Source: an optimization exercise on an open RTL-to-GDS flow (aim: small area, a short achievable clock period and few clock cycles per item). Production flows keep margins and buffers that such runs may drop.
In this exercise RTL edits were held to simulation tests only and were not proved equivalent to the original.
No activity file was given, so power comes from the tool's default toggle rates.

File: flow/design.v
`timescale 1ns / 1ps
`timescale 1ns / 1ps
`timescale 1ns / 1ps
`timescale 1ns / 1ps
`timescale 1ns / 1ps
`timescale 1ns / 1ps
module func (
        input clk_i,
        input rst_i,
        input [ 7 : 0 ] a_bi,
        input [ 7 : 0 ] b_bi,
        input start_i,
        output [ 1 : 0 ] busy_o,
        output reg [ 4 : 0 ] y_bo
    );
    wire [4:0] r;
    full u_full (.a7(a_bi[7]), .a6(a_bi[6]), .a5(a_bi[5]), .a4(a_bi[4]),
             .a3(a_bi[3]), .a2(a_bi[2]), .a1(a_bi[1]), .a0(a_bi[0]),
             .b7(b_bi[7]), .b6(b_bi[6]), .b5(b_bi[5]), .b4(b_bi[4]),
             .b3(b_bi[3]), .b2(b_bi[2]), .b1(b_bi[1]), .b0(b_bi[0]),
             .y4(r[4]), .y3(r[3]), .y2(r[2]), .y1(r[1]), .y0(r[0]));
    assign busy_o = 2'b00;
    always @(posedge clk_i) begin
        if (rst_i)
            y_bo <= 5'd0;
        else if (start_i)
            y_bo <= r;
    end
endmodule
module full ( 
    a7, a6, a5, a4, a3, a2, a1, a0, b7, b6, b5, b4, b3, b2, b1, b0,
    y4, y3, y2, y1, y0  );
  input  a7, a6, a5, a4, a3, a2, a1, a0, b7, b6, b5, b4, b3, b2, b1, b0;
  output y4, y3, y2, y1, y0;
  wire new_n22, new_n23, new_n24, new_n25, new_n26, new_n27, new_n28,
    new_n29, new_n30, new_n31, new_n32, new_n33, new_n34, new_n35, new_n36,
    new_n37, new_n38, new_n39, new_n40, new_n41, new_n42, new_n43, new_n44,
    new_n45, new_n46, new_n47, new_n48, new_n49, new_n50, new_n51, new_n52,
    new_n53, new_n54, new_n55, new_n56, new_n57, new_n58, new_n59, new_n60,
    new_n62, new_n63, new_n64, new_n66, new_n67, new_n68, new_n70, new_n71,
    new_n72, new_n73, new_n74, new_n75, new_n76, new_n77, new_n78, new_n79,
    new_n80, new_n81, new_n82, new_n83, new_n84, new_n85, new_n86, new_n87,
    new_n88, new_n89, new_n90, new_n91, new_n92, new_n93, new_n94, new_n95,
    new_n96, new_n97, new_n98, new_n99, new_n100, new_n101, new_n102,
    new_n103, new_n104, new_n105, new_n106, new_n108, new_n109, new_n110,
    new_n111, new_n112, new_n113, new_n114, new_n115, new_n116, new_n117,
    new_n118, new_n119, new_n120, new_n121, new_n122, new_n123;
  assign new_n22 = b4 & b3;
  assign new_n23 = ~b5 & ~new_n22;
  assign new_n24 = b1 & b0;
  assign new_n25 = ~b5 & ~b2;
  assign new_n26 = ~new_n24 & new_n25;
  assign new_n27 = ~new_n23 & ~new_n26;
  assign new_n28 = ~a1 & ~new_n27;
  assign new_n29 = a0 & ~new_n28;
  assign new_n30 = ~b7 & ~b6;
  assign new_n31 = ~b5 & ~b4;
  assign new_n32 = ~b3 & new_n31;
  assign new_n33 = a1 & ~new_n32;
  assign new_n34 = new_n30 & ~new_n33;
  assign new_n35 = ~new_n29 & new_n34;
  assign new_n36 = ~b1 & ~b0;
  assign new_n37 = ~b2 & new_n30;
  assign new_n38 = new_n36 & new_n37;
  assign new_n39 = new_n32 & new_n38;
  assign new_n40 = ~new_n35 & ~new_n39;
  assign new_n41 = a2 & new_n40;
  assign new_n42 = a1 & b6;
  assign new_n43 = b7 & new_n42;
  assign new_n44 = ~new_n23 & new_n43;
  assign new_n45 = b5 & b2;
  assign new_n46 = new_n22 & new_n45;
  assign new_n47 = ~new_n36 & new_n46;
  assign new_n48 = ~b7 & ~new_n47;
  assign new_n49 = a1 & a0;
  assign new_n50 = ~new_n30 & new_n49;
  assign new_n51 = ~new_n48 & new_n50;
  assign new_n52 = ~new_n44 & ~new_n51;
  assign new_n53 = ~new_n41 & new_n52;
  assign new_n54 = a3 & ~new_n53;
  assign new_n55 = a5 & a4;
  assign new_n56 = a7 & a6;
  assign new_n57 = ~a7 & a5;
  assign new_n58 = ~new_n56 & ~new_n57;
  assign new_n59 = new_n55 & ~new_n58;
  assign new_n60 = new_n54 & new_n59;
  assign y4 = a7 & new_n60;
  assign new_n62 = ~a7 & a6;
  assign new_n63 = ~new_n60 & ~new_n62;
  assign new_n64 = ~a7 & new_n63;
  assign y3 = ~y4 & ~new_n64;
  assign new_n66 = ~a6 & ~a5;
  assign new_n67 = ~a4 & new_n66;
  assign new_n68 = ~new_n54 & new_n67;
  assign y2 = new_n63 & ~new_n68;
  assign new_n70 = new_n59 & ~new_n62;
  assign new_n71 = ~new_n67 & ~new_n70;
  assign new_n72 = new_n54 & ~new_n71;
  assign new_n73 = a7 & ~a5;
  assign new_n74 = ~new_n57 & ~new_n73;
  assign new_n75 = a4 & a3;
  assign new_n76 = a2 & new_n75;
  assign new_n77 = new_n74 & new_n76;
  assign new_n78 = ~new_n52 & new_n77;
  assign new_n79 = new_n58 & ~new_n67;
  assign new_n80 = ~new_n78 & new_n79;
  assign new_n81 = ~a7 & ~a4;
  assign new_n82 = ~new_n73 & ~new_n81;
  assign new_n83 = ~new_n66 & ~new_n82;
  assign new_n84 = ~a4 & ~new_n74;
  assign new_n85 = a7 & a4;
  assign new_n86 = ~new_n84 & ~new_n85;
  assign new_n87 = ~a6 & ~new_n55;
  assign new_n88 = a6 & new_n55;
  assign new_n89 = ~new_n87 & ~new_n88;
  assign new_n90 = ~a3 & ~new_n89;
  assign new_n91 = new_n86 & new_n90;
  assign new_n92 = ~new_n83 & ~new_n91;
  assign new_n93 = a2 & ~new_n34;
  assign new_n94 = a0 & new_n44;
  assign new_n95 = ~new_n93 & ~new_n94;
  assign new_n96 = a1 & new_n27;
  assign new_n97 = ~a0 & ~new_n42;
  assign new_n98 = new_n48 & new_n97;
  assign new_n99 = ~new_n96 & new_n98;
  assign new_n100 = ~new_n95 & ~new_n99;
  assign new_n101 = ~new_n92 & ~new_n100;
  assign new_n102 = ~a4 & ~a3;
  assign new_n103 = ~a2 & new_n102;
  assign new_n104 = ~new_n40 & new_n103;
  assign new_n105 = new_n101 & new_n104;
  assign new_n106 = ~new_n80 & ~new_n105;
  assign y1 = ~new_n72 & new_n106;
  assign new_n108 = ~new_n80 & new_n104;
  assign new_n109 = a6 & new_n84;
  assign new_n110 = ~a3 & new_n83;
  assign new_n111 = ~new_n109 & ~new_n110;
  assign new_n112 = ~new_n78 & new_n111;
  assign new_n113 = ~new_n101 & new_n112;
  assign new_n114 = ~new_n72 & new_n113;
  assign new_n115 = ~new_n108 & ~new_n114;
  assign new_n116 = new_n66 & new_n85;
  assign new_n117 = ~a2 & ~a1;
  assign new_n118 = ~a0 & new_n117;
  assign new_n119 = new_n39 & new_n118;
  assign new_n120 = a3 & new_n89;
  assign new_n121 = new_n86 & ~new_n120;
  assign new_n122 = new_n119 & new_n121;
  assign new_n123 = ~new_n116 & ~new_n122;
  assign y0 = ~new_n115 & new_n123;
endmodule
File: flow/flow/run.sh
#!/bin/bash
set -euo pipefail
rm -rf scripts
cp -r "$FLOW_HOME/scripts" scripts
cp flow/abc_area.script scripts/abc_area.script
export FLOW_FO_LIMIT=4
export SKIP_REPAIR_TIE_FANOUT=1
export POST_GLOBAL_PLACE_TCL=$PWD/flow/post_gp.tcl
BUFFER_PORTS_ARGS="-buffer_cell sky130_fd_sc_hd__buf_1" bash standard.sh SCRIPTS_DIR=$PWD/scripts finish > standard.log 2>&1
File: flow/flow/abc_area.script
strash
dch
map -B 0.6
topo
stime -c
upsize
dnsize
File: flow/flow/post_gp.tcl
# Upsize the input-port buffers that drive many loads from buf_1 to buf_2.
set my_fo_limit [expr {[info exists ::env(FLOW_FO_LIMIT)] ? $::env(FLOW_FO_LIMIT) : 4}]
foreach inst [get_cells input*] {
  set master [get_property $inst ref_name]
  if {$master != "sky130_fd_sc_hd__buf_1"} { continue }
  set out [get_pins -of_objects $inst -filter "direction == output"]
  set net [get_nets -of_objects $out]
  set fo [llength [get_pins -of_objects $net -filter "direction == input"]]
  if {$fo >= $my_fo_limit} {
    puts "upsizing [get_full_name $inst] (fanout $fo) to buf_2"
    replace_cell $inst sky130_fd_sc_hd__buf_2
  }
}
File: flow/standard.sh
#!/bin/bash
# synth_recipe.tcl (not shown) runs the flow's synth.tcl, then flattens the netlist and writes it again
# the make line also repeats each setting of config.mk as NAME=value (left out here)
make -C /OpenROAD-flow-scripts/flow DESIGN_CONFIG=/design/flow/config.mk WORK_HOME=/design/flow/orfs CLKGATE_MAP_FILE= SYNTH_SCRIPT=/design/flow/synth_recipe.tcl "${@:-finish}"
File: flow/config.mk
export PLATFORM = sky130hd
export DESIGN_NAME = func
export DESIGN_NICKNAME = func
export VERILOG_FILES = /design/flow/design.v
export SDC_FILE = /design/flow/constraint.sdc
export NUM_CORES = 4
export LEC_CHECK = 0
export ABC_AREA = 1
export CAP_MARGIN = 20
export CORE_AREA = 2.5 2.5 57.5 57.5
export DIE_AREA = 0 0 60 60
export SLEW_MARGIN = 20
File: flow/constraint.sdc
create_clock -name core_clock -period 5.0 [get_ports {clk_i}]
set_input_delay 1.0000 -clock core_clock [delete_from_list [all_inputs] [get_ports {clk_i}]]
set_output_delay 1.0000 -clock core_clock [all_outputs]
set_load 0.01 [all_outputs]
==> metrics.yaml, run 1 <==
rsz0062_at_grt: "no"
setup_tns_ns: 0
final-hold-violation-count: 0
vdd_ir_drop_max_v: 0.0000750
worst_path_largest_cell_delay_ns: 0.19
fin_skew_ns: 0
antenna_found_initial: 0
setup_violations: 0
p_per_area_nw_per_um2: 187
cts_tree: "done"
synth.top_cell.area_share_pct: 23.0
use_met3_pct: 0.216
root_buffer: "clkbuf_4"
yosys-top-cells-count: "nand2_1, a21oi_1, nand3_1, nor2_1"
grt_max_degree: 7
areaGrowthSynthToFinish_pct: 25.6
synthTopCellsByArea: "nand2_1, dfxtp_1, a21oi_1"
largest_reg_flops: 5
regMostFlops: "y_bo"
post-route-util_pct: 24.7
maxCapViolations: 0
clk_pin_slew_ns: 0.04
first_pass_iters: 4
dp_slack_ns: 2.82
nets: 152
synth_ff_type: "dfxtp_1"
ys_warn_count: 1
power_frac_clock_pct: 33.1
grt_pass1_wl_mm: 2.48
worstPathCellList: "buf_1 -> nor2_2 -> inv_2 -> nor2_2 -> nand4_2 -> nand3_2 -> nand2_2 -> a31oi_1 -> nand2_1 -> a21oi_1"
dieArea_sq_um: 3600
crit_type: "input port to flop"
synth.distinct_cells: 24
drc: 0
totalWireLength_mm: 1.51
synth_seq_cells: 5
slowest_stage: "nor2_2"
hpwl_mm: 1.28
io_pins: 26
path_buf_inv: 2
max_freq_mhz: 517
num_rows: 20
swShare_pct: 34.3
cp_data_required_time_ns: 5.17
final_max_slew_viol_count: 0
diodes: 0
worst_slack_ns: 3.07
cts_max_level: 1
vias: 737
die_h_microns: 60
post_drt_wl_per_cell_microns: 9.13
io_buffers: 23
ys_seq_area_share_pct: 17.1
critical-path-top-delay-family: "simple AND/OR/NAND/NOR gates"
hp-class: "flop to flop"
cp_common_cell: "nor2_2"
finalCritPeriodShare_pct: 38.7
synth-async-reset-ratio_pct: 0
status: "complete, no violations"
fin_crit_ns: 1.93
floorplan.initialDensity_pct: 19.7
ant_nets: 0
die_w_microns: 60
reg_top3: "y_bo x5"
power_frac_seq_pct: 32.2
yosysMostFrequentCell: "nand2_1"
cts_made_buffers: 3
busiest_layer: "met2"
clockBufferDepth: 2
worstSetupEndpointType: "flop"
cts_hold_buf: 0
critPathLaunchType: "input port"
avgSynthCellArea_sq_um: 5.48
synth_area_sq_um: 587
via_per_inst: 4.47
overflow: 0
layout-drive-gt1-share_pct: 18.9
drt_iter0_drc: 24
worst-path-max-fanout: 4
intPower_mw: 0.0904
synth_top_cell_by_area: "nand2_1"
grt_pass1_vias: 660
grt_util_met1_pct: 11.7
crit_arrival_ns: 2.10
cts_setup_buffers: 0
cts.sinks: 5
fp.coreArea_sq_um: 2980
ctsResizeCount: 0
synth_edf_count: 0
power.leakage_nw: 0.322
postSynthCellCount: 107
combPwrFrac_pct: 34.7
p_sw_mw: 0.0473
grt_use_total_pct: 8.52
met2_usage_pct: 14.6
clock_latency_ns: 0.23
stage by stage:
stage / cell area, sq um / power [mW] / hold slack, ns / instances
CTS: 737 / 0.139 / 0.461 / 165
floorplan: 587 / 0.0756 / 0.484 / 107
global placement: 699 / 0.0919 / 0.457 / 161
finish: 737 / 0.138 / 0.464 / 165
detailed placement: 711 / 0.0927 / 0.458 / 161
global route: 737 / 0.147 / 0.480 / 165
worst paths after layout:
kind	start	endpoint	slack, ns	cells past startpoint
setup / recovery	b_bi[7]	y_bo[3]$_SDFFE_PP0P_	3.07	10
hold / removal	y_bo[1]$_SDFFE_PP0P_	y_bo[1]$_SDFFE_PP0P_	0.46	2
setup reg to reg	y_bo[4]$_SDFFE_PP0P_	y_bo[4]$_SDFFE_PP0P_	4.40	2
hold reg to reg	y_bo[1]$_SDFFE_PP0P_	y_bo[1]$_SDFFE_PP0P_	0.46	2
power groups by stage:
stage	sequential (mW)	combinational [mW]	clock (mW)
floorplan	0.0463	0.0293	0
global placement	0.0450	0.0469	0
detailed placement	0.0450	0.0477	0
CTS	0.0444	0.0478	0.0466
global route	0.0446	0.0550	0.0476
finish	0.0444	0.0477	0.0455
layer usage:
metal,vias to the layer above,share of wire [%],wire length [microns]
met5,-,0,0
met4,0,0,0
met3,0,3.1,47
met2,12,45,672
met1,320,52,786
li1,405,-,-
area by class of cell:
cell class,count,area [sq um]
clock buffer,4,26.3
fill,350,2240
inverter,14,52.6
multi-input combinational,86,419
sequential,5,100
tap,33,41.3
timing repair buffer,23,97.6
cell families (layout without fill, tap and decap cells):
logic type / count (synthesis) / after routing / share of synthesized area (%)
AO/OA/AOI/OAI: 17 / 17 / 17.1
XOR/XNOR: 1 / 1 / 1.49
other: 1 / 1 / 0.639
buffers and inverters: 16 / 41 / 11.5
flip-flops: 5 / 5 / 17.1
AND/OR/NAND/NOR: 67 / 67 / 52.2
cell usage in the layout (no fill, tap or decap), drive strengths merged, types with 4 or more instances in the layout:
cell type,synthesis,layout
a21oi,7,7
buf,2,23
clkbuf,0,4
clkinv,4,4
dfxtp,5,5
inv,10,10
nand2,38,38
nand3,8,8
nand4,5,5
nor2,11,11
nor3,5,5
o21ai,4,4
tightest hold or removal path: cells and delay by family, from the launching register on:
family	cells	cell delay, ns
flops	1	0.30
compound gates	1	0.05
simple gates	1	0.06
Testbench counts, summed over its fixed seeds: cycles 2,400, items 2,400.
==> inputs of run 2 (changes only) <==
==> flow/flow/run.sh (replaced) <==
#!/bin/bash
# Standard layout (standard.sh) with three changes:
# - the port buffers are sky130_fd_sc_hd__buf_1 instead of the cell
#   buffer_ports picks by default (a slow delay buffer);
# - right after global placement, flow/post_gp.tcl turns the input-port
#   buffers that drive 4 or more loads into sky130_fd_sc_hd__buf_2;
# - synthesis maps with flow/abc_area.script (ABC_AREA is 1) instead of
#   ORFS's own area script. The rest of ORFS's scripts are used unchanged.
# standard.sh's output goes to standard.log; each ORFS step writes its own
# log under orfs/logs/.
set -euo pipefail
rm -rf scripts
cp -r "$FLOW_HOME/scripts" scripts
cp flow/abc_area.script scripts/abc_area.script
export FLOW_FO_LIMIT=4
export POST_GLOBAL_PLACE_TCL="$PWD/flow/post_gp.tcl"
BUFFER_PORTS_ARGS="-buffer_cell sky130_fd_sc_hd__buf_1" bash standard.sh SCRIPTS_DIR="$PWD/scripts" finish > standard.log 2>&1
==> flow/flow/abc_area.script (replaced) <==
strash
dch
map -B 0.5
topo
stime -c
buffer -c
upsize -c
dnsize -c
==> run 2 against run 1 <==
Cell area increased by 3.4%; global-route usage increased by 0.97 points; maximum frequency increased by 0.59%; sequential share of layout area decreased by 0.45 points; utilization increased by 0.84 points; combinational power increased by 5.9%; largest power group unchanged.
==> metrics.yaml, run 2 <==
status: "complete, no violations"
diodes: 0  # unchanged
synth.top_cell.area_share_pct: 17.9  # -5.2 points
cts_max_level: 1  # unchanged
maxCapViolations: 0  # unchanged
die_w_microns: 60  # unchanged
io_pins: 26  # unchanged
nFillCells: 334  # -4.6%
areaGrowthSynthToFinish_pct: 25.1
hold_depth: 2  # unchanged
fp.coreArea_sq_um: 2980  # unchanged
worst_path_largest_cell_delay_ns: 0.28  # +0.09 ns
rsz0062_at_grt: "no"
num_rows: 20  # unchanged
setup_tns_ns: 0  # unchanged
avgSynthCellArea_sq_um: 6.09  # +11%
critical-path-top-delay-family: "compound AO/OA/AOI/OAI gates"
path_buf_inv: 1  # -1
clk_pin_slew_ns: 0.04  # about the same
final-hold-violation-count: 0  # unchanged
worst-path-max-fanout: 3  # -1
clock_latency_ns: 0.24  # about the same
cts_hold_buf: 0  # unchanged
io_buffers: 23  # unchanged
yosys-top-cells-count: "nand2_1, inv_1, nand3_1, nor2_1, a21oi_1"
dp_slack_ns: 2.84  # +0.0258 ns
reg_top3: "y_bo x5"
cp.depth: 7  # -3
power.leakage_nw: 0.346  # +7.4%
ant_nets: 0  # unchanged
nets: 146  # -3.9%
antenna_found_initial: 0  # unchanged
cts_setup_buffers: 0  # unchanged
multi_input_area_sq_um: 449  # +7.2%
cp_common_cell: "nand2_1"
worst_slack_ns: 3.08  # +0.0113 ns
grt_max_degree: 8  # +1
vdd_ir_drop_max_v: 0.0000638  # -15%
seq_area_sq_um: 100  # unchanged
synthTopCellsByArea: "nand2_1, dfxtp_1, inv_1"
ys_warn_count: 1  # unchanged
post_drt_wl_per_cell_microns: 9.41  # +3.1%
p_per_area_nw_per_um2: 185  # -0.71%
drt_iter0_drc: 28  # +17%
fin_crit_ns: 1.92  # -0.0113 ns
vias: 715  # -3.0%
root_buffer: "clkbuf_4"
synth_seq_cells: 5  # unchanged
first_pass_iters: 4  # unchanged
hold_ws_ns: 0.474  # +0.0101 ns
grt_pass1_vias: 680  # +3.0%
regMostFlops: "y_bo"
crit_type: "input port to flop"
via_per_inst: 4.50  # +0.68%
critPathLaunchType: "input port"
grt_pass1_wl_mm: 2.70  # +8.6%
synth_ff_type: "dfxtp_1"
largest_reg_flops: 5  # unchanged
synth.distinct_cells: 30  # +25%
hp-class: "flop to flop"
postSynthCellCount: 100  # -6.5%
layout-drive-gt1-share_pct: 19.8  # +0.90 points
die_h_microns: 60  # unchanged
synth-async-reset-ratio_pct: 0  # unchanged
worstPathCellList: "buf_1 -> nand2_1 -> xnor2_1 -> nand2_1 -> a311oi_2 -> nand2_1 -> a21oi_2"
yosysMostFrequentCell: "nand2_1"
ys_seq_area_share_pct: 16.4  # -0.63 points
ff2ff_path_depth: 2  # unchanged
slowest_stage: "xnor2_1"
cts.sinks: 5  # unchanged
clockBufferDepth: 2  # unchanged
final_common_cell: "nand2_1"
cts_made_buffers: 3  # unchanged
max_freq_mhz: 520  # +0.59%
grt_use_total_pct: 9.49  # +0.97 points
crit_arrival_ns: 2.10  # about the same
cp_data_required_time_ns: 5.18  # about the same
overflow: 0  # unchanged
setup_violations: 0  # unchanged
hpwl_mm: 1.26  # -1.5%
final_max_slew_viol_count: 0  # unchanged
worstSetupEndpointType: "flop"
floorplan.initialDensity_pct: 20.5  # +0.76 points
fin_skew_ns: 0  # unchanged
dieArea_sq_um: 3600  # unchanged
cts_tree: "done"
synth_top_cell_by_area: "nand2_1"
synth_edf_count: 0  # unchanged
synth_area_sq_um: 609  # +3.8%
totalWireLength_mm: 1.50  # -0.66%
drc: 0  # unchanged
finalCritPeriodShare_pct: 38.5  # -0.23 points
ctsResizeCount: 0  # unchanged
final_cell_mix: "nand2_1, buf_1, inv_1"
[run 2: cell types whose count changed in the layout (fill, tap and decap cells not counted), moves of 2 or more]
| cell | before | now |
|---|---|---|
| o21ai_1 | 4 | 0 |
| nand2_1 | 36 | 29 |
| nor2_2 | 4 | 2 |
| inv_1 | 5 | 12 |
| nor3_1 | 5 | 3 |
| o21ai_2 | 0 | 2 |
| inv_2 | 5 | 1 |
| clkinv_1 | 4 | 0 |
[run 2: power by group]
part	total [mW]	switching, mW	internal [mW]
sequential	0.0443	0.00145	0.0429
clock	0.0464	0.0163	0.0302
combinational	0.0505	0.0318	0.0187
total	0.141	0.0495	0.0918
[run 2: cell families (layout without fill, tap and decap cells)]
group                     Yosys count  in the layout  share of synthesized area [%]
and+or+nand+nor                    57             57                           44.4
DFF                                 5              5                           16.4
xor gates and xnor gates            1              1                           1.44
AOI/OAI and AO/OA                  21             21                           26.7
other                               1              2                          0.615
buffers and inverters              15             40                           10.5
[run 2: stage by stage]
stage	total power, mW	util [%]	area [sq um]	instances
2_1_floorplan	0.0784	-	613	101
3_3_place_gp	0.0950	24.4	726	155
3_5_place_dp	0.0954	24.7	736	155
4_1_cts	0.144	25.6	762	159
5_1_grt	0.153	25.6	762	159
6_report	0.141	25.6	762	159
[run 2: routing by layer]
metal,vias to the layer above,GRT usage (%),share of wire (%)
met5,-,0,0
met4,0,0.635,0
met3,0,3.90,5.1
met2,15,15.4,46
met1,309,12.3,49
li1,391,-,-
[run 2: area by class of cell]
type | instances | share of cell area, %
multi-input combinational | 81 | 58.9
sequential | 5 | 13.1
timing repair buffer | 23 | 12.6
inverter | 13 | 6.40
tap | 33 | 5.42
clock buffer | 4 | 3.45
[run 2: final timing paths]
check                                           from                   end  slack [ns]
worst max-delay path                         a_bi[4]  y_bo[0]$_SDFFE_PP0P_        3.08
worst min-delay path            y_bo[1]$_SDFFE_PP0P_  y_bo[1]$_SDFFE_PP0P_        0.47
worst max register to register  y_bo[4]$_SDFFE_PP0P_  y_bo[4]$_SDFFE_PP0P_        4.41
worst min register to register  y_bo[1]$_SDFFE_PP0P_  y_bo[1]$_SDFFE_PP0P_        0.47
[run 2: worst min-delay path, stage by stage (launching register included)]
cell and delay, ns:
dfxtp_1 0.30, nand2_1 0.06, a21oi_1 0.06
==> inputs of run 3 (changes only) <==
--- a/flow/flow/run.sh
+++ b/flow/flow/run.sh
@@ -1,3 +1,3 @@
 #!/bin/bash
-# Standard layout (standard.sh) with three changes:
+# Standard layout (standard.sh) with four changes:
 # - the port buffers are sky130_fd_sc_hd__buf_1 instead of the cell
@@ -7,3 +7,5 @@
 # - synthesis maps with flow/abc_area.script (ABC_AREA is 1) instead of
-#   ORFS's own area script. The rest of ORFS's scripts are used unchanged.
+#   ORFS's own area script;
+# - SKIP_REPAIR_TIE_FANOUT: one tie cell drives both constant busy_o bits.
+# The rest of ORFS's scripts are used unchanged.
 # standard.sh's output goes to standard.log; each ORFS step writes its own
@@ -16,2 +18,3 @@
 export POST_GLOBAL_PLACE_TCL="$PWD/flow/post_gp.tcl"
+export SKIP_REPAIR_TIE_FANOUT=1
 BUFFER_PORTS_ARGS="-buffer_cell sky130_fd_sc_hd__buf_1" bash standard.sh SCRIPTS_DIR="$PWD/scripts" finish > standard.log 2>&1
==> flow/flow/abc_area.script (replaced) <==
strash
dch
map -B 0.6
topo
stime -c
upsize -c
dnsize -c
==> run 3 against run 2 <==
Still clean; power is 1.1% lower; synthesized cell count increased by 7.0%; sequential cell count stayed put; cell area down 0.99%; die area did not move; register-to-register slack about the same; largest cell class unchanged.
==> metrics.yaml, run 3 <==
drt_iter0_drc: 23  # -18%
cts_made_buffers: 3  # unchanged
dp_slack_ns: 2.83  # -0.0156 ns
cts_max_level: 1  # unchanged
crit_path_start: "b_bi[5]"
overflow: 0  # unchanged
setup_tns_ns: 0  # unchanged
finalCritPeriodShare_pct: 38.2  # -0.26 points
final_max_slew_viol_count: 0  # unchanged
synth_top_cell_by_area: "nand2_1"
reg_top3: "y_bo x5"
yosysMostFrequentCell: "nand2_1"
diodes: 0  # unchanged
synth.top_cell.area_share_pct: 22.4  # +4.5 points
fin_total_pwr_mw: 0.140  # -1.1%
ys_seq_area_share_pct: 16.6  # +0.14 points
crit_type: "input port to flop"
synth_area_sq_um: 604  # -0.82%
floorplan.initialDensity_pct: 20.3  # -0.17 points
clockBufferDepth: 2  # unchanged
final-hold-violation-count: 0  # unchanged
postSynthCellCount: 107  # +7.0%
via_per_inst: 4.45  # -1.1%
clk_pin_slew_ns: 0.04  # about the same
r2r-start: "y_bo[3]$_SDFFE_PP0P_"
largest_reg_flops: 5  # unchanged
vdd_ir_drop_max_v: 0.0000488  # -23%
first_pass_iters: 6  # +2
ys_warn_count: 1  # unchanged
cts.sinks: 5  # unchanged
power.leakage_nw: 0.311  # -10%
totalWireLength_mm: 1.48  # -1.0%
placed_area_sq_um: 728  # -1.0%
num_rows: 20  # unchanged
synthTopCellsByArea: "nand2_1, dfxtp_1, nand3_1"
multi_input_area_sq_um: 437  # -2.8%
final_common_cell: "nand2_1"
crit_arrival_ns: 2.09  # about the same
post-route-util_pct: 25.3  # -0.25 points
worst_slack_ns: 3.09  # +0.0129 ns
root_buffer: "clkbuf_4"
cts_setup_buffers: 0  # unchanged
cp_data_required_time_ns: 5.18  # about the same
hold_ws_ns: 0.462  # -0.0114 ns
hpwl_mm: 1.27  # +0.49%
grt_use_total_pct: 8.77  # -0.71 points
worst-path-max-fanout: 4  # +1
fin_crit_ns: 1.91  # -0.0129 ns
layout-drive-gt1-share_pct: 21.2  # +1.4 points
place_inst: 161  # +3.9%
ctsResizeCount: 0  # unchanged
ant_nets: 0  # unchanged
clock_latency_ns: 0.24  # about the same
avgSynthCellArea_sq_um: 5.65  # -7.3%
synth_seq_cells: 5  # unchanged
rsz0062_at_grt: "no"
maxCapViolations: 0  # unchanged
drc: 0  # unchanged
vias: 734  # +2.7%
antenna_found_initial: 0  # unchanged
max_freq_mhz: 524  # +0.67%
cts_hold_buf: 0  # unchanged
regMostFlops: "y_bo"
areaGrowthSynthToFinish_pct: 24.8
yosys-top-cells-count: "nand2_1, clkinv_1, nand3_1, nor2_1"
grt_pass1_vias: 654  # -3.8%
fin_skew_ns: 0  # unchanged
fp.coreArea_sq_um: 2980  # unchanged
io_buffers: 23  # unchanged
grt_max_degree: 7  # -1
nets: 152  # +4.1%
hp-class: "flop to flop"
p_per_area_nw_per_um2: 185  # -0.13%
final_cells: 165  # +3.8%
hp-start: "y_bo[1]$_SDFFE_PP0P_"
synth_ff_type: "dfxtp_1"
synth-async-reset-ratio_pct: 0  # unchanged
critPathLaunchType: "input port"
nFillCells: 339  # +1.5%
rrSetupSlack_ns: 4.40  # about the same
post_drt_wl_per_cell_microns: 8.98  # -4.6%
synth.distinct_cells: 27  # -10%
synth_edf_count: 0  # unchanged
fin_area_sq_um: 754  # -0.99%
setup_violations: 0  # unchanged
grt_pass1_wl_mm: 2.56  # -5.1%
seq_area_sq_um: 100  # unchanged
final_cell_mix: "nand2_1, buf_1, buf_2"
io_pins: 26  # unchanged
die_h_microns: 60  # unchanged
status: "complete, no violations"
dieArea_sq_um: 3600  # unchanged
cts_tree: "done"
die_w_microns: 60  # unchanged
worstSetupEndpointType: "flop"
-- run 3: path summary, 6_finish.rpt --
kind | cells after the start | endpoint
hold reg to reg | 2 | y_bo[1]$_SDFFE_PP0P_
setup / recovery | 10 | y_bo[3]$_SDFFE_PP0P_
hold / removal | 2 | y_bo[1]$_SDFFE_PP0P_
setup reg to reg | 2 | y_bo[3]$_SDFFE_PP0P_
-- run 3: worst max-delay path: stages --
cell	delay, ns
buf_2	0.12
nor2_2	0.14
nand2_1	0.06
nand2_1	0.07
nand4_1	0.14
nand3_2	0.10
nand2_2	0.08
a31oi_1	0.17
nand2_1	0.09
a21oi_2	0.11
-- run 3: kinds of logic after synthesis --
| group | Yosys count | share of synthesized area [%] |
|---|---|---|
| AOI/OAI and AO/OA | 17 | 18.6 |
| xor gates and xnor gates | 1 | 1.45 |
| buffers and inverters | 16 | 11.2 |
| DFF | 5 | 16.6 |
| other | 1 | 0.621 |
| and+or+nand+nor | 67 | 51.6 |
-- run 3: layout make-up --
| type | instances | share of cell area [%] |
|---|---|---|
| Multi-Input combinational cell | 86 | 57.9 |
| Timing Repair Buffer | 23 | 12.9 |
| Sequential cell | 5 | 13.3 |
| Clock buffer | 4 | 3.48 |
| Inverter | 14 | 6.97 |
| Tap cell | 33 | 5.47 |
-- run 3: per-layer routing --
layer / global-route usage (%) / part of all wire (%)
met3: 1.73 / 4.1
met5: 0 / 0
met2: 14.9 / 47
met1: 11.6 / 48
met4: 1.27 / 0
-- run 3: power by group --
group	switching [mW]	total, mW	internal (mW)	leakage (nW)
clock	0.0160	0.0461	0.0301	0.0150
sequential	0.00145	0.0443	0.0429	0.0413
combinational	0.0313	0.0493	0.0179	0.254
==> inputs of run 4 (changes only) <==
==> flow/flow/abc_area.script (replaced) <==
strash
dch
map -B 0.6
topo
stime -c
upsize
dnsize
==> run 4 against run 3 <==
Routed wire length up 1.7%; global-route usage down 0.25 points; sequential share of layout area up 0.32 points; clock skew unchanged; via count up 0.41%; maximum frequency down 1.3%; largest cell class unchanged; combinational power down 3%; critical path type unchanged; critical path depth unchanged; sequential cell count unchanged; highest routed layer unchanged; register-to-register slack about the same.
==> metrics.yaml, run 4 <==
floorplan.initialDensity_pct: 19.7  # -0.59 points
clockBufferDepth: 2  # unchanged
worst-path-max-fanout: 4  # unchanged
synth_ff_type: "dfxtp_1"
first_pass_iters: 4  # -2
synth_area_sq_um: 587  # -2.9%
final-hold-violation-count: 0  # unchanged
seq_area_sq_um: 100  # unchanged
postSynthCellCount: 107  # unchanged
grt_max_degree: 7  # unchanged
drt_iter0_drc: 24  # +4.3%
grt_pass1_vias: 660  # +0.92%
worstSetupEndpointType: "flop"
finalCritPeriodShare_pct: 38.7  # +0.48 points
layout-drive-gt1-share_pct: 18.9  # -2.3 points
fp.coreArea_sq_um: 2980  # unchanged
place_inst: 161  # unchanged
fin_crit_ns: 1.93  # +0.0242 ns
final_max_slew_viol_count: 0  # unchanged
root_buffer: "clkbuf_4"
clock_latency_ns: 0.23  # about the same
maxCapViolations: 0  # unchanged
diodes: 0  # unchanged
cts_made_buffers: 3  # unchanged
io_buffers: 23  # unchanged
ant_nets: 0  # unchanged
critPathLaunchType: "input port"
crit_arrival_ns: 2.10  # about the same
final_common_cell: "nand2_1"
synth_top_cell_by_area: "nand2_1"
synth_edf_count: 0  # unchanged
vdd_ir_drop_max_v: 0.0000750  # +54%
cts_tree: "done"
cts_setup_buffers: 0  # unchanged
clk_pin_slew_ns: 0.04  # about the same
fin_skew_ns: 0  # unchanged
antenna_found_initial: 0  # unchanged
die_h_microns: 60  # unchanged
die_w_microns: 60  # unchanged
synth.distinct_cells: 24  # -11%
nFillCells: 350  # +3.2%
nets: 152  # unchanged
reg_top3: "y_bo x5"
crit_type: "input port to flop"
worstPathCellList: "buf_1 -> nor2_2 -> inv_2 -> nor2_2 -> nand4_2 -> nand3_2 -> nand2_2 -> a31oi_1 -> nand2_1 -> a21oi_1"
avgSynthCellArea_sq_um: 5.48  # -2.9%
final_cell_mix: "nand2_1, buf_1, buf_2"
ctsResizeCount: 0  # unchanged
dieArea_sq_um: 3600  # unchanged
cts_max_level: 1  # unchanged
yosys-top-cells-count: "nand2_1, a21oi_1, nand3_1, nor2_1"
via_per_inst: 4.47  # +0.41%
overflow: 0  # unchanged
worst_path_largest_cell_delay_ns: 0.19  # +0.02 ns
cp_data_required_time_ns: 5.17  # about the same
cts_hold_buf: 0  # unchanged
hp-class: "flop to flop"
yosysMostFrequentCell: "nand2_1"
p_per_area_nw_per_um2: 187  # +0.84%
status: "complete, no violations"
areaGrowthSynthToFinish_pct: 25.6
hpwl_mm: 1.28  # +1.1%
ys_warn_count: 1  # unchanged
synthTopCellsByArea: "nand2_1, dfxtp_1, a21oi_1"
regMostFlops: "y_bo"
grt_pass1_wl_mm: 2.48  # -2.9%
slowest_stage: "nor2_2"
multi_input_area_sq_um: 419  # -4.0%
largest_reg_flops: 5  # unchanged
synth.top_cell.area_share_pct: 23.0  # +0.67 points
setup_violations: 0  # unchanged
io_pins: 26  # unchanged
cts.sinks: 5  # unchanged
power.leakage_nw: 0.322  # +3.6%
synth-async-reset-ratio_pct: 0  # unchanged
totalWireLength_mm: 1.51  # +1.7%
final_cells: 165  # unchanged
post_drt_wl_per_cell_microns: 9.13  # +1.7%
ys_seq_area_share_pct: 17.1  # +0.49 points
vias: 737  # +0.41%
rsz0062_at_grt: "no"
max_freq_mhz: 517  # -1.3%
setup_tns_ns: 0  # unchanged
drc: 0  # unchanged
grt_use_total_pct: 8.52  # -0.25 points
num_rows: 20  # unchanged
synth_seq_cells: 5  # unchanged
cp_common_cell: "nor2_2"
-- run 4: kinds of logic (layout without fill, tap and decap cells) --
group                  count (synthesis)  count (layout)  synth area share [%]
AO/OA/AOI/OAI                         17              17                  17.1
XOR/XNOR                               1               1                  1.49
buffers and inverters                 16              41                  11.5
flip-flops                             5               5                  17.1
other                                  1               1                 0.639
AND/OR/NAND/NOR                       67              67                  52.2
-- run 4: routing by layer --
metal | GRT usage, % | vias to the layer above | part of all wire (%)
met5 | 0 | - | 0
met4 | 2.22 | 0 | 0
met3 | 0.216 | 0 | 3.1
met2 | 14.6 | 12 | 45
met1 | 11.7 | 320 | 52
li1 | - | 405 | -
-- run 4: area by class of cell --
| cell class | count | share of cell area [%] |
|---|---|---|
| well taps | 33 | 5.60 |
| repair buffers | 23 | 13.2 |
| multi-input cells | 86 | 56.9 |
| flip-flops and latches | 5 | 13.6 |
| clock buffers | 4 | 3.57 |
| inverters | 14 | 7.13 |
-- run 4: report_power, final --
group	total (mW)	leakage (nW)	switching, mW	internal, mW
clock	0.0455	0.0150	0.0154	0.0301
combinational	0.0477	0.266	0.0304	0.0174
sequential	0.0444	0.0413	0.00148	0.0429
total	0.138	0.322	0.0473	0.0904
-- run 4: worst paths after layout --
check	start	to	slack [ns]	cells after the start
hold reg to reg	y_bo[1]$_SDFFE_PP0P_	y_bo[1]$_SDFFE_PP0P_	0.46	2
setup / recovery	b_bi[7]	y_bo[3]$_SDFFE_PP0P_	3.07	10
hold / removal	y_bo[1]$_SDFFE_PP0P_	y_bo[1]$_SDFFE_PP0P_	0.46	2
setup reg to reg	y_bo[4]$_SDFFE_PP0P_	y_bo[4]$_SDFFE_PP0P_	4.40	2
-- run 4: worst max-delay path, delay by kind of cell --
kind	cells	cell delay [ns]
buffers and inverters	2	0.15
AND/OR/NAND/NOR	6	0.66
AO/OA/AOI/OAI	2	0.30
-- run 4: per-stage QoR --
step	hold slack, ns	setup slack, ns	total power, mW	instance area (sq um)	utilization, %
after floorplan	0.484	3.08	0.0756	587	-
after global placement	0.457	2.79	0.0919	699	23.5
after detailed placement	0.458	2.82	0.0927	711	23.9
after CTS	0.461	3.07	0.139	737	24.7
after global routing	0.480	2.94	0.147	737	24.7
final	0.464	3.07	0.138	737	24.7
==> inputs of run 5 (changes only) <==
==> flow/flow/run.sh (replaced) <==
#!/bin/bash
# Standard layout (standard.sh) with two changes:
# - the port buffers are sky130_fd_sc_hd__buf_1 instead of the cell
#   buffer_ports picks by default (a slow delay buffer);
# - synthesis maps with flow/abc_area.script (ABC_AREA is 1) instead of
#   ORFS's own area script. The rest of ORFS's scripts are used unchanged.
# standard.sh's output goes to standard.log; each ORFS step writes its own
# log under orfs/logs/.
set -euo pipefail
rm -rf scripts
cp -r "$FLOW_HOME/scripts" scripts
cp flow/abc_area.script scripts/abc_area.script
BUFFER_PORTS_ARGS="-buffer_cell sky130_fd_sc_hd__buf_1" bash standard.sh SCRIPTS_DIR="$PWD/scripts" finish > standard.log 2>&1
==> flow/flow/abc_area.script (replaced) <==
strash
dch
map -B 0.5
topo
stime -c
buffer -c
upsize -c
dnsize -c
removed: flow/flow/post_gp.tcl
==> run 5 against run 4 <==
Still clean on timing, DRC and antenna; sequential cell count unchanged; sequential share of layout area down 0.27 points; cell count down 3.6%; setup slack worse by 0.044 ns; maximum frequency down 2.2%; power up 3.0%; critical path type unchanged; highest routed layer unchanged.
==> metrics.yaml, run 5 <==
die_h_microns: 60  # unchanged
swShare_pct: 35.9  # +1.6 points
final_common_cell: "nand2_1"
worstSetupEndpointType: "flop"
grt_use_total_pct: 9.27  # +0.75 points
first_pass_iters: 4  # unchanged
cts_setup_buffers: 0  # unchanged
avgSynthCellArea_sq_um: 6.09  # +11%
finalCritPeriodShare_pct: 39.6  # +0.88 points
synth_area_sq_um: 609  # +3.8%
rsz0062_at_grt: "no"
cts.sinks: 5  # unchanged
power_frac_clock_pct: 33.8  # +0.7 points
synth-async-reset-ratio_pct: 0  # unchanged
post_drt_wl_per_cell_microns: 9.42  # +3.2%
fin_total_pwr_mw: 0.142  # +3.0%
fp.coreArea_sq_um: 2980  # unchanged
areaGrowthSynthToFinish_pct: 23.4
cp_common_cell: "nand2_1"
hold_depth: 2  # unchanged
ys_warn_count: 1  # unchanged
ctsResizeCount: 0  # unchanged
final-hold-violation-count: 0  # unchanged
synth.top_cell.area_share_pct: 17.9  # -5.2 points
fin_skew_ns: 0  # unchanged
worst-path-max-fanout: 5  # +1
regMostFlops: "y_bo"
overflow: 0  # unchanged
p_sw_mw: 0.0509  # +7.8%
synth_seq_cells: 5  # unchanged
yosys-top-cells-count: "nand2_1, inv_1, nand3_1, nor2_1, a21oi_1"
synth_edf_count: 0  # unchanged
final_cells: 159  # -3.6%
power.leakage_nw: 0.324  # +0.57%
clockBufferDepth: 2  # unchanged
ant_nets: 0  # unchanged
slowest_stage: "o31ai_2"
cp.depth: 10  # unchanged
synth.distinct_cells: 30  # +25%
cts_tree: "done"
grt_pass1_vias: 668  # +1.2%
cts_max_level: 1  # unchanged
diodes: 0  # unchanged
antenna_found_initial: 0  # unchanged
combPwrFrac_pct: 35.0  # +0.3 points
vdd_ir_drop_max_v: 0.0000455  # -39%
setup_tns_ns: 0  # unchanged
grt_pass1_wl_mm: 2.61  # +5.0%
io_pins: 26  # unchanged
dieArea_sq_um: 3600  # unchanged
postSynthCellCount: 100  # -6.5%
reg_top3: "y_bo x5"
nets: 146  # -3.9%
root_buffer: "clkbuf_4"
clk_pin_slew_ns: 0.04  # about the same
worst_path_largest_cell_delay_ns: 0.23  # +0.04 ns
yosysMostFrequentCell: "nand2_1"
crit_arrival_ns: 2.11  # about the same
cts_made_buffers: 3  # unchanged
post-route-util_pct: 25.3  # +0.50 points
totalWireLength_mm: 1.50  # -0.53%
hpwl_mm: 1.26  # -1.3%
synthTopCellsByArea: "nand2_1, dfxtp_1, inv_1"
largest_reg_flops: 5  # unchanged
layout-drive-gt1-share_pct: 13.5  # -5.4 points
drc: 0  # unchanged
ff2ff_path_depth: 2  # unchanged
clock_latency_ns: 0.24  # about the same
place_inst: 155  # -3.7%
placed_area_sq_um: 726  # +2.1%
critical-path-top-delay-family: "simple AND/OR/NAND/NOR gates"
floorplan.initialDensity_pct: 20.5  # +0.76 points
max_freq_mhz: 505  # -2.2%
critPathLaunchType: "input port"
final_cell_mix: "nand2_1, buf_1, inv_1"
path_buf_inv: 1  # -1
cp_data_required_time_ns: 5.13  # -0.04 ns
drt_iter0_drc: 32  # +33%
fin_area_sq_um: 752  # +2.0%
synth_top_cell_by_area: "nand2_1"
synth_ff_type: "dfxtp_1"
hp-class: "flop to flop"
maxCapViolations: 0  # unchanged
num_rows: 20  # unchanged
p_per_area_nw_per_um2: 189  # +0.97%
grt_max_degree: 8  # +1
status: "complete, no violations"
final_max_slew_viol_count: 0  # unchanged
place.gp.congestion: 0.809
power_frac_seq_pct: 31.2  # -1.0 points
fin_crit_ns: 1.98  # +0.0441 ns
ys_seq_area_share_pct: 16.4  # -0.63 points
crit_type: "input port to flop"
worstPathCellList: "buf_1 -> nand2_1 -> nand3_2 -> o21ai_2 -> o31ai_2 -> nand2_1 -> nand3_1 -> nand2_1 -> nand2_1 -> a21oi_2"
via_per_inst: 4.53  # +1.4%
die_w_microns: 60  # unchanged
setup_violations: 0  # unchanged
vias: 720  # -2.3%
intPower_mw: 0.0908  # +0.55%
cts_hold_buf: 0  # unchanged
io_buffers: 23  # unchanged
==> run 5: area by class of cell <==
class                      instances  area (sq um)
timing repair buffer              23          86.3
sequential                         5           100
fill                             345          2230
inverter                          13          48.8
tap                               33          41.3
clock buffer                       4          26.3
multi-input combinational         81           449
==> run 5: power by group through the flow <==
stage | Combinational, mW | Clock (mW) | Sequential (mW)
CTS | 0.0497 | 0.0493 | 0.0442
finish | 0.0496 | 0.0479 | 0.0442
floorplan | 0.0322 | 0 | 0.0462
global route | 0.0572 | 0.0507 | 0.0446
detailed placement | 0.0495 | 0 | 0.0449
global placement | 0.0499 | 0 | 0.0451
==> run 5: path summary, 6_finish.rpt <==
path | from | end | slack (ns)
max | a_bi[7] | y_bo[0]$_SDFFE_PP0P_ | 3.02
min | y_bo[2]$_SDFFE_PP0P_ | y_bo[2]$_SDFFE_PP0P_ | 0.47
max reg2reg | y_bo[3]$_SDFFE_PP0P_ | y_bo[3]$_SDFFE_PP0P_ | 4.41
min reg2reg | y_bo[2]$_SDFFE_PP0P_ | y_bo[2]$_SDFFE_PP0P_ | 0.47
==> run 5: through the flow <==
stage	worst slack [ns]	hold slack, ns
after global routing	2.86	0.490
after global placement	2.76	0.460
after CTS	3.03	0.472
final	3.02	0.472
after detailed placement	2.78	0.462
after floorplan	3.10	0.483
==> run 5: cell families (layout without fill, tap and decap cells) <==
logic type / Yosys count / count (layout) / share of synthesized area (%)
other cells: 1 / 2 / 0.615
compound gates: 21 / 21 / 26.7
simple gates: 57 / 57 / 44.4
xor+xnor: 1 / 1 / 1.44
flops: 5 / 5 / 16.4
buf+inv: 15 / 40 / 10.5
==> run 5: tightest hold or removal path, stage by stage (launching register included) <==
cell and delay [ns]:
dfxtp_1 0.30, nand2_1 0.06, a21oi_1 0.06
==> run 5: layer usage <==
metal / part of all wire [%] / GRT usage, % / wire length, microns / vias up
met3: 4.5 / 2.81 / 68 / 0
met1: 49 / 12.7 / 730 / 317
met4: 0 / 2.54 / 0 / 0
met5: 0 / 0 / 0 / -
met2: 47 / 14.0 / 700 / 13
li1: - / - / - / 390

[static timing again, ports no longer ideal]
Ports are ideal in the flow. The routed layouts listed here were re-timed in OpenROAD. Step 1 sets driving cells, clkbuf_16 on the clock port and buf_2 on the other inputs (assumed; they add their load-dependent delay and slew). Step 2 times the ports against the registers' clock, not the clock port: input delays grow and output delays shrink by t, the midpoint of the rising clock arrivals with the driver on. Slacks: ideal / step 1 / step 2; pairs: ideal / step 1.
run | t (ns) | slack for setup (ns) | latest minus earliest clock arrival (ns) | worst data-port slew with drivers (ns) | pins driven straight from the clock port
run 1 | 0.249 | 3.066 / 3.058 / 2.809 | 0.002 / 0.001 | 0.03 | 1
run 2 | 0.255 | 3.077 / 3.064 / 2.809 | 0.004 / 0.003 | 0.04 | 1
run 3 | 0.251 | 3.090 / 3.086 / 2.835 | 0.002 / 0.002 | 0.03 | 1
run 4 | 0.249 | 3.066 / 3.058 / 2.809 | 0.002 / 0.001 | 0.03 | 1
run 5 | 0.259 | 3.022 / 3.012 / 2.753 | 0.001 / 0.000 | 0.03 | 1
After both steps setup and hold are still met in every run listed. The setup slack of run 5, which loses most, moves by -0.010 ns with the drivers and by -0.269 ns with both steps.
